From an optimization exercise on the open Yosys and OpenROAD flow, aimed at small area; shortcuts taken in it are not production practice.
The RTL was checked by simulation tests, not by an equivalence proof against the original design.

==> inputs of run B <==
Design fme, start of the top module:
module fme(
	clock, reset, enable, best_sad_ime,
	in_0, in_1, in_2, in_3, in_4, in_5, in_6, in_7, in_8, in_9, in_10, in_11, in_12, in_13, in_14, in_15,
	original_0, original_1, original_2, original_3, original_4, original_5, original_6, original_7,
	lambda_r_SAD_0, lambda_r_SAD_1, lambda_r_SAD_2, lambda_r_SAD_3, lambda_r_SAD_4, lambda_r_SAD_5,
	address_best_sad, best_sad);
make LEC_CHECK=0 CAP_MARGIN=20 CORE_MARGIN=2 CORE_UTILIZATION=65 CTS_BUF_LIST='sky130_fd_sc_hd__clkbuf_8 sky130_fd_sc_hd__clkbuf_16' CTS_CLUSTER_DIAMETER=76 CTS_CLUSTER_SIZE=26 SETUP_SLACK_MARGIN=0.2 SLEW_MARGIN=20 SYNTH_HIERARCHICAL=1 SYNTH_MINIMUM_KEEP_SIZE=0 finish   # period 12.5 ns
run.sh (not shown) runs the stock make flow with config.mk's settings and CLKGATE_MAP_FILE= SYNTH_SCRIPT=/design/flow/synth_recipe.tcl, a recipe that flattens the netlist after the stock synthesis.
==> inputs of run A, as changes to run B <==
--- a/flow/design.v
+++ b/flow/design.v
@@ -2495,29 +2495,29 @@
 generate for (gr = 0; gr < 8; gr = gr + 1) begin : B_021_r
 	assign B_021_a[8*gr +: 8] = DR[24*(0+gr) + 16 +: 8];
 end endgenerate
 wire [16:0] B_021_s;
 fme_lane u_B_021(.a(B_021_a), .nb(otap1), .base(c_bf01 ? 17'd0 : B_021), .s(B_021_s));
 always @(posedge clock) if (c_bv01) B_021 <= B_021_s; else if (c_bp01) B_021 <= {1'b0, lamv[0 +: 16]};
-reg [16:0] B_100;
+reg [13:0] B_100;
 wire [63:0] B_100_a;
 generate for (gr = 0; gr < 8; gr = gr + 1) begin : B_100_r
 	assign B_100_a[8*gr +: 8] = DR[24*(1+gr) + 0 +: 8];
 end endgenerate
 wire [16:0] B_100_s;
 fme_lane u_B_100(.a(B_100_a), .nb(otap0), .base(c_bf10 ? 17'd0 : B_100), .s(B_100_s));
 always @(posedge clock) if (c_bv10) B_100 <= B_100_s;
-reg [16:0] B_110;
+reg [13:0] B_110;
 wire [63:0] B_110_a;
 generate for (gr = 0; gr < 8; gr = gr + 1) begin : B_110_r
 	assign B_110_a[8*gr +: 8] = DR[24*(1+gr) + 8 +: 8];
 end endgenerate
 wire [16:0] B_110_s;
 fme_lane u_B_110(.a(B_110_a), .nb(otap0), .base(c_bf10 ? 17'd0 : B_110), .s(B_110_s));
 always @(posedge clock) if (c_bv10) B_110 <= B_110_s;
-reg [16:0] B_120;
+reg [13:0] B_120;
 wire [63:0] B_120_a;
 generate for (gr = 0; gr < 8; gr = gr + 1) begin : B_120_r
 	assign B_120_a[8*gr +: 8] = DR[24*(1+gr) + 16 +: 8];
 end endgenerate
 wire [16:0] B_120_s;
 fme_lane u_B_120(.a(B_120_a), .nb(otap0), .base(c_bf10 ? 17'd0 : B_120), .s(B_120_s));
@@ -2543,13 +2543,13 @@
 generate for (gr = 0; gr < 8; gr = gr + 1) begin : B_121_r
 	assign B_121_a[8*gr +: 8] = DR[24*(1+gr) + 16 +: 8];
 end endgenerate
 wire [16:0] B_121_s;
 fme_lane u_B_121(.a(B_121_a), .nb(otap1), .base(c_bf11 ? (c_bl11 ? {1'b0, lamv[0 +: 16]} : 17'd0) : B_121), .s(B_121_s));
 always @(posedge clock) if (c_bv11) B_121 <= B_121_s;
-reg [16:0] P_0, P_1, P_2;
+reg [13:0] P_0, P_1, P_2;
 always @(posedge clock) if (c_park) begin P_0 <= B_100; P_1 <= B_110; P_2 <= B_120; end
 wire [7:0] cv [0:8];
 generate for (gi = 0; gi < 9; gi = gi + 1) begin : cl
 	wire [8:0] uu = VSR[9*gi +: 9];
 	wire [8:0] vm = uu - 9'd96;
 	assign cv[gi] = (uu < 9'd96) ? 8'd0 : ((uu >= 9'd352) ? 8'd255 : vm[7:0]);
CTS_CLUSTER_DIAMETER = 70   (was 76)
CTS_CLUSTER_SIZE = 22   (was 26)
==> inputs of run P, as changes to run B <==
--- a/flow/design.v
+++ b/flow/design.v
@@ -2340,31 +2340,21 @@
 reg c_e7;
 reg c_g0v0;
 reg c_g0v1;
 reg c_g0v2;
 reg c_lr;
 reg c_ev15;
-reg c_dv15;
 reg c_ev27;
-reg c_dv27;
 reg c_ev28;
-reg c_dv28;
 reg c_ev31;
-reg c_dv31;
 reg c_ev36;
-reg c_dv36;
 reg c_ev37;
-reg c_dv37;
 reg c_ev45;
-reg c_dv45;
 reg c_ev49;
-reg c_dv49;
 reg c_ev53;
-reg c_dv53;
 reg c_ev54;
-reg c_dv54;
 always @(posedge clock) begin
 	cnt <= n;
 	c_rload <= (n >= 6'd1 && n <= 6'd16);
 	c_oload <= (n >= 6'd6 && n <= 6'd13);
 	c_hsel <= (n >= 6'd18 && n <= 6'd33);
 	c_tsel <= (n >= 6'd34);
@@ -2388,31 +2378,21 @@
 	c_e7 <= (n == 6'd7);
 	c_g0v0 <= (n >= 6'd7 && n <= 6'd14);
 	c_g0v1 <= (n >= 6'd23 && n <= 6'd30);
 	c_g0v2 <= (n >= 6'd41 && n <= 6'd48);
 	c_lr <= ((n == 6'd19) || (n == 6'd46));
 	c_ev15 <= (n == 6'd15);
-	c_dv15 <= (n == 6'd16);
 	c_ev27 <= (n == 6'd27);
-	c_dv27 <= (n == 6'd28);
 	c_ev28 <= (n == 6'd28);
-	c_dv28 <= (n == 6'd29);
 	c_ev31 <= (n == 6'd31);
-	c_dv31 <= (n == 6'd32);
 	c_ev36 <= (n == 6'd36);
-	c_dv36 <= (n == 6'd37);
 	c_ev37 <= (n == 6'd37);
-	c_dv37 <= (n == 6'd38);
 	c_ev45 <= (n == 6'd45);
-	c_dv45 <= (n == 6'd46);
 	c_ev49 <= (n == 6'd49);
-	c_dv49 <= (n == 6'd50);
 	c_ev53 <= (n == 6'd53);
-	c_dv53 <= (n == 6'd54);
 	c_ev54 <= (n == 6'd54);
-	c_dv54 <= (n == 6'd55);
 end
 wire [127:0] win = {in_15, in_14, in_13, in_12, in_11, in_10, in_9, in_8, in_7, in_6, in_5, in_4, in_3, in_2, in_1, in_0};
 wire [63:0] nori = ~{original_7, original_6, original_5, original_4, original_3, original_2, original_1, original_0};
 wire [95:0] lamv = {lambda_r_SAD_5, lambda_r_SAD_4, lambda_r_SAD_3, lambda_r_SAD_2, lambda_r_SAD_1, lambda_r_SAD_0};
 reg [2047:0] RING;
 always @(posedge clock) RING <= {RING[1919:0], c_rload ? win : RING[2047:1920]};
@@ -2581,46 +2561,46 @@
 always @(posedge clock) if (c_g0v1) G_11 <= gs1; else if (c_e7) G_11 <= {1'b0, lamv[64 +: 16]};
 always @(posedge clock) if (c_g0v2) G_21 <= gs1; else if (c_e7) G_21 <= {1'b0, lamv[80 +: 16]};
 reg [95:0] LR;
 always @(posedge clock) if (c_lr) LR <= lamv;
 wire [16:0] sx_0 = ({17{c_ev15}} & G_00) | ({17{c_ev27}} & B_000) | ({17{c_ev28}} & P_0) | ({17{c_ev36}} & B_000) | ({17{c_ev37}} & B_100) | ({17{c_ev45}} & B_000) | ({17{c_ev53}} & B_100) | ({17{c_ev54}} & B_001);
 wire [15:0] sl_0 = ({16{c_ev27}} & lamv[80 +: 16]) | ({16{c_ev28}} & lamv[80 +: 16]) | ({16{c_ev36}} & lamv[80 +: 16]) | ({16{c_ev37}} & lamv[80 +: 16]) | ({16{c_ev45}} & LR[80 +: 16]) | ({16{c_ev53}} & LR[80 +: 16]);
-wire [5:0] a1_0 = ({6{c_dv15}} & 6'd0) | ({6{c_dv27}} & 6'd29) | ({6{c_dv28}} & 6'd35) | ({6{c_dv36}} & 6'd41) | ({6{c_dv37}} & 6'd47) | ({6{c_dv45}} & 6'd17) | ({6{c_dv53}} & 6'd59) | ({6{c_dv54}} & 6'd50);
-wire v1_0 = c_dv15 | c_dv27 | c_dv28 | c_dv36 | c_dv37 | c_dv45 | c_dv53 | c_dv54;
-reg [16:0] c1_0;
-always @(posedge clock) c1_0 <= sx_0 + {1'b0, sl_0};
+wire [5:0] sa_0 = ({6{c_ev15}} & 6'd0) | ({6{c_ev27}} & 6'd29) | ({6{c_ev28}} & 6'd35) | ({6{c_ev36}} & 6'd41) | ({6{c_ev37}} & 6'd47) | ({6{c_ev45}} & 6'd17) | ({6{c_ev53}} & 6'd59) | ({6{c_ev54}} & 6'd50);
+wire sv_0 = c_ev15 | c_ev27 | c_ev28 | c_ev36 | c_ev37 | c_ev45 | c_ev53 | c_ev54;
+reg [16:0] c1_0; reg [5:0] a1_0; reg v1_0;
+always @(posedge clock) begin c1_0 <= sx_0 + {1'b0, sl_0}; a1_0 <= sa_0; v1_0 <= sv_0 & !reset; end
 wire [16:0] sx_1 = ({17{c_ev15}} & G_01) | ({17{c_ev27}} & B_001) | ({17{c_ev28}} & B_101) | ({17{c_ev36}} & B_001) | ({17{c_ev37}} & B_101) | ({17{c_ev45}} & B_001) | ({17{c_ev53}} & B_000) | ({17{c_ev54}} & B_101);
 wire [15:0] sl_1 = ({16{c_ev27}} & lamv[32 +: 16]) | ({16{c_ev28}} & lamv[32 +: 16]) | ({16{c_ev36}} & lamv[32 +: 16]) | ({16{c_ev37}} & lamv[32 +: 16]) | ({16{c_ev45}} & LR[32 +: 16]);
-wire [5:0] a1_1 = ({6{c_dv15}} & 6'd3) | ({6{c_dv27}} & 6'd26) | ({6{c_dv28}} & 6'd32) | ({6{c_dv36}} & 6'd38) | ({6{c_dv37}} & 6'd44) | ({6{c_dv45}} & 6'd14) | ({6{c_dv53}} & 6'd53) | ({6{c_dv54}} & 6'd56);
-wire v1_1 = c_dv15 | c_dv27 | c_dv28 | c_dv36 | c_dv37 | c_dv45 | c_dv53 | c_dv54;
-reg [16:0] c1_1;
-always @(posedge clock) c1_1 <= sx_1 + {1'b0, sl_1};
+wire [5:0] sa_1 = ({6{c_ev15}} & 6'd3) | ({6{c_ev27}} & 6'd26) | ({6{c_ev28}} & 6'd32) | ({6{c_ev36}} & 6'd38) | ({6{c_ev37}} & 6'd44) | ({6{c_ev45}} & 6'd14) | ({6{c_ev53}} & 6'd53) | ({6{c_ev54}} & 6'd56);
+wire sv_1 = c_ev15 | c_ev27 | c_ev28 | c_ev36 | c_ev37 | c_ev45 | c_ev53 | c_ev54;
+reg [16:0] c1_1; reg [5:0] a1_1; reg v1_1;
+always @(posedge clock) begin c1_1 <= sx_1 + {1'b0, sl_1}; a1_1 <= sa_1; v1_1 <= sv_1 & !reset; end
 wire [16:0] sx_2 = ({17{c_ev27}} & B_010) | ({17{c_ev28}} & P_1) | ({17{c_ev31}} & G_10) | ({17{c_ev36}} & B_010) | ({17{c_ev37}} & B_110) | ({17{c_ev45}} & B_010) | ({17{c_ev53}} & B_110) | ({17{c_ev54}} & B_011);
 wire [15:0] sl_2 = ({16{c_ev27}} & lamv[64 +: 16]) | ({16{c_ev28}} & lamv[64 +: 16]) | ({16{c_ev36}} & lamv[64 +: 16]) | ({16{c_ev37}} & lamv[64 +: 16]) | ({16{c_ev45}} & LR[64 +: 16]) | ({16{c_ev53}} & LR[64 +: 16]);
-wire [5:0] a1_2 = ({6{c_dv27}} & 6'd28) | ({6{c_dv28}} & 6'd34) | ({6{c_dv31}} & 6'd1) | ({6{c_dv36}} & 6'd40) | ({6{c_dv37}} & 6'd46) | ({6{c_dv45}} & 6'd16) | ({6{c_dv53}} & 6'd58) | ({6{c_dv54}} & 6'd49);
-wire v1_2 = c_dv27 | c_dv28 | c_dv31 | c_dv36 | c_dv37 | c_dv45 | c_dv53 | c_dv54;
-reg [16:0] c1_2;
-always @(posedge clock) c1_2 <= sx_2 + {1'b0, sl_2};
+wire [5:0] sa_2 = ({6{c_ev27}} & 6'd28) | ({6{c_ev28}} & 6'd34) | ({6{c_ev31}} & 6'd1) | ({6{c_ev36}} & 6'd40) | ({6{c_ev37}} & 6'd46) | ({6{c_ev45}} & 6'd16) | ({6{c_ev53}} & 6'd58) | ({6{c_ev54}} & 6'd49);
+wire sv_2 = c_ev27 | c_ev28 | c_ev31 | c_ev36 | c_ev37 | c_ev45 | c_ev53 | c_ev54;
+reg [16:0] c1_2; reg [5:0] a1_2; reg v1_2;
+always @(posedge clock) begin c1_2 <= sx_2 + {1'b0, sl_2}; a1_2 <= sa_2; v1_2 <= sv_2 & !reset; end
 wire [16:0] sx_3 = ({17{c_ev27}} & B_011) | ({17{c_ev28}} & B_111) | ({17{c_ev31}} & G_11) | ({17{c_ev36}} & B_011) | ({17{c_ev37}} & B_111) | ({17{c_ev45}} & B_011) | ({17{c_ev53}} & B_010) | ({17{c_ev54}} & B_111);
 wire [15:0] sl_3 = ({16{c_ev27}} & lamv[16 +: 16]) | ({16{c_ev28}} & lamv[16 +: 16]) | ({16{c_ev36}} & lamv[16 +: 16]) | ({16{c_ev37}} & lamv[16 +: 16]) | ({16{c_ev45}} & LR[16 +: 16]);
-wire [5:0] a1_3 = ({6{c_dv27}} & 6'd25) | ({6{c_dv28}} & 6'd31) | ({6{c_dv31}} & 6'd4) | ({6{c_dv36}} & 6'd37) | ({6{c_dv37}} & 6'd43) | ({6{c_dv45}} & 6'd13) | ({6{c_dv53}} & 6'd52) | ({6{c_dv54}} & 6'd55);
-wire v1_3 = c_dv27 | c_dv28 | c_dv31 | c_dv36 | c_dv37 | c_dv45 | c_dv53 | c_dv54;
-reg [16:0] c1_3;
-always @(posedge clock) c1_3 <= sx_3 + {1'b0, sl_3};
+wire [5:0] sa_3 = ({6{c_ev27}} & 6'd25) | ({6{c_ev28}} & 6'd31) | ({6{c_ev31}} & 6'd4) | ({6{c_ev36}} & 6'd37) | ({6{c_ev37}} & 6'd43) | ({6{c_ev45}} & 6'd13) | ({6{c_ev53}} & 6'd52) | ({6{c_ev54}} & 6'd55);
+wire sv_3 = c_ev27 | c_ev28 | c_ev31 | c_ev36 | c_ev37 | c_ev45 | c_ev53 | c_ev54;
+reg [16:0] c1_3; reg [5:0] a1_3; reg v1_3;
+always @(posedge clock) begin c1_3 <= sx_3 + {1'b0, sl_3}; a1_3 <= sa_3; v1_3 <= sv_3 & !reset; end
 wire [16:0] sx_4 = ({17{c_ev27}} & B_020) | ({17{c_ev28}} & P_2) | ({17{c_ev36}} & B_020) | ({17{c_ev37}} & B_120) | ({17{c_ev45}} & B_020) | ({17{c_ev49}} & G_20) | ({17{c_ev53}} & B_120) | ({17{c_ev54}} & B_021);
 wire [15:0] sl_4 = ({16{c_ev27}} & lamv[48 +: 16]) | ({16{c_ev28}} & lamv[48 +: 16]) | ({16{c_ev36}} & lamv[48 +: 16]) | ({16{c_ev37}} & lamv[48 +: 16]) | ({16{c_ev45}} & LR[48 +: 16]) | ({16{c_ev53}} & LR[48 +: 16]);
-wire [5:0] a1_4 = ({6{c_dv27}} & 6'd27) | ({6{c_dv28}} & 6'd33) | ({6{c_dv36}} & 6'd39) | ({6{c_dv37}} & 6'd45) | ({6{c_dv45}} & 6'd15) | ({6{c_dv49}} & 6'd2) | ({6{c_dv53}} & 6'd57) | ({6{c_dv54}} & 6'd48);
-wire v1_4 = c_dv27 | c_dv28 | c_dv36 | c_dv37 | c_dv45 | c_dv49 | c_dv53 | c_dv54;
-reg [16:0] c1_4;
-always @(posedge clock) c1_4 <= sx_4 + {1'b0, sl_4};
+wire [5:0] sa_4 = ({6{c_ev27}} & 6'd27) | ({6{c_ev28}} & 6'd33) | ({6{c_ev36}} & 6'd39) | ({6{c_ev37}} & 6'd45) | ({6{c_ev45}} & 6'd15) | ({6{c_ev49}} & 6'd2) | ({6{c_ev53}} & 6'd57) | ({6{c_ev54}} & 6'd48);
+wire sv_4 = c_ev27 | c_ev28 | c_ev36 | c_ev37 | c_ev45 | c_ev49 | c_ev53 | c_ev54;
+reg [16:0] c1_4; reg [5:0] a1_4; reg v1_4;
+always @(posedge clock) begin c1_4 <= sx_4 + {1'b0, sl_4}; a1_4 <= sa_4; v1_4 <= sv_4 & !reset; end
 wire [16:0] sx_5 = ({17{c_ev27}} & B_021) | ({17{c_ev28}} & B_121) | ({17{c_ev36}} & B_021) | ({17{c_ev37}} & B_121) | ({17{c_ev45}} & B_021) | ({17{c_ev49}} & G_21) | ({17{c_ev53}} & B_020) | ({17{c_ev54}} & B_121);
 wire [15:0] sl_5 = ({16{c_ev27}} & lamv[0 +: 16]) | ({16{c_ev28}} & lamv[0 +: 16]) | ({16{c_ev36}} & lamv[0 +: 16]) | ({16{c_ev37}} & lamv[0 +: 16]) | ({16{c_ev45}} & LR[0 +: 16]);
-wire [5:0] a1_5 = ({6{c_dv27}} & 6'd24) | ({6{c_dv28}} & 6'd30) | ({6{c_dv36}} & 6'd36) | ({6{c_dv37}} & 6'd42) | ({6{c_dv45}} & 6'd12) | ({6{c_dv49}} & 6'd5) | ({6{c_dv53}} & 6'd51) | ({6{c_dv54}} & 6'd54);
-wire v1_5 = c_dv27 | c_dv28 | c_dv36 | c_dv37 | c_dv45 | c_dv49 | c_dv53 | c_dv54;
-reg [16:0] c1_5;
-always @(posedge clock) c1_5 <= sx_5 + {1'b0, sl_5};
+wire [5:0] sa_5 = ({6{c_ev27}} & 6'd24) | ({6{c_ev28}} & 6'd30) | ({6{c_ev36}} & 6'd36) | ({6{c_ev37}} & 6'd42) | ({6{c_ev45}} & 6'd12) | ({6{c_ev49}} & 6'd5) | ({6{c_ev53}} & 6'd51) | ({6{c_ev54}} & 6'd54);
+wire sv_5 = c_ev27 | c_ev28 | c_ev36 | c_ev37 | c_ev45 | c_ev49 | c_ev53 | c_ev54;
+reg [16:0] c1_5; reg [5:0] a1_5; reg v1_5;
+always @(posedge clock) begin c1_5 <= sx_5 + {1'b0, sl_5}; a1_5 <= sa_5; v1_5 <= sv_5 & !reset; end
 function [23:0] pick;
 	input [23:0] x; input vx; input [23:0] y; input vy;
 	begin
 		if (!vx) pick = y;
 		else if (!vy) pick = x;
 		else pick = (y[22:0] < x[22:0]) ? y : x;
CTS_CLUSTER_DIAMETER = 70   (was 76)
CTS_CLUSTER_SIZE = 22   (was 26)
==> results by group <==
Synth
  • Post-synthesis sequential area ratio: 32.6%
  • Fraction of the mapped netlist area in compound gates: 3.96%
  • Xor/xnor share of the synthesized area: 3.81%

STA
  • FMAX: 86.5 MHz

Finish
  • Clock buf/inv share: 2.38%
  • Layout Nets: 26.2k

Run status
  • Status: complete, no violations

GRT
  • Met2 GRT Util: between 60% and 70%

Detailed routing
  • TritonRoute pass-1 iters: 13

Placement
  • DP Worst Slack: slightly above 800 ps
  • Placed Cells: 24.7k

Setup path
  • Required time of the critical path: between 10000 and 15000 ps

Floorplan
  • Die H: 640 um
That was run B.
==> results by group <==
Run status
  • Status: complete, no violations

Finish
  • Clock buf/inv share: under 10%
  • Layout Nets: between 20k and 30k
  • Syn-to-layout area delta: 6.61%
  • # fillers: roughly 27k

Synth
  • Xor/xnor share of the synthesized area: 3.69%
  • Cell taking the most area after synthesis: fa_1
  • Fraction of the mapped netlist area in compound gates: 3.97%

GRT
  • Met2 GRT Util: between 60% and 70%

Placement
  • DP Worst Slack: 1920 ps
  • Placed Cells: 24.9k

STA
  • FMAX: 92.3 MHz

Detailed routing
  • TritonRoute pass-1 iters: 17

Setup path
  • Delay-heaviest family, CP: adder cells

Floorplan
  • Die H: between 600 and 700 um

Clock tree
  • Clock Sinks: 4069
That was run P.
==> results by group <==
Placement
  • DP HPWL: 744000 um
  • DP Worst Slack: 1340 ps
  • Placed Cells: 24.6k

Run status
  • Status: complete, no violations

STA
  • FMAX: roughly 87 MHz

Finish
  • Fraction of area in multi-input gates: roughly three fifths
  • Layout Nets: approximately 26k
  • Clock buf/inv share: 3.16%

Setup path
  • Required time of the critical path: 13090 ps
  • Worst reg2reg path endpoint: bcost[13]$_DFFE_PP_
  • Worst R2R Path Depth: 37

Detailed routing
  • TritonRoute pass-1 iters: 15
  • Remaining antenna violation count: 0

GRT
  • Gr ovfl total: 0

Floorplan
  • Die H: 639 um
That was run A.

## afterwards: timing with drivers on the ports
The flow's constraints put no driver on any port. The routed layouts listed below were extracted and timed again, unchanged, in two steps. Step 1 (the two cells are an assumption about what drives the block):
set clk [get_ports {clock}]
set_driving_cell -lib_cell sky130_fd_sc_hd__clkbuf_16 $clk
set_driving_cell -lib_cell sky130_fd_sc_hd__buf_2 [delete_from_list [all_inputs] $clk]
Step 2 moves the port delays by t, midway between the first and last clock arrival at a register: inputs arrive t later, outputs are due t later. That takes back most of the time a late clock gives input paths. a / b / c = ideal / step 1 / step 2; a / b = the first two.
run	shift t [ns]	setup slack, ns	worst data-port slew with drivers (ns)
run B	1.093	0.937 / 0.937 / 0.937	0.15
run A	1.117	1.049 / 1.049 / 1.049	0.13
run P	1.080	1.667 / 1.667 / 1.667	0.11
After both steps every run listed still meets setup and hold.
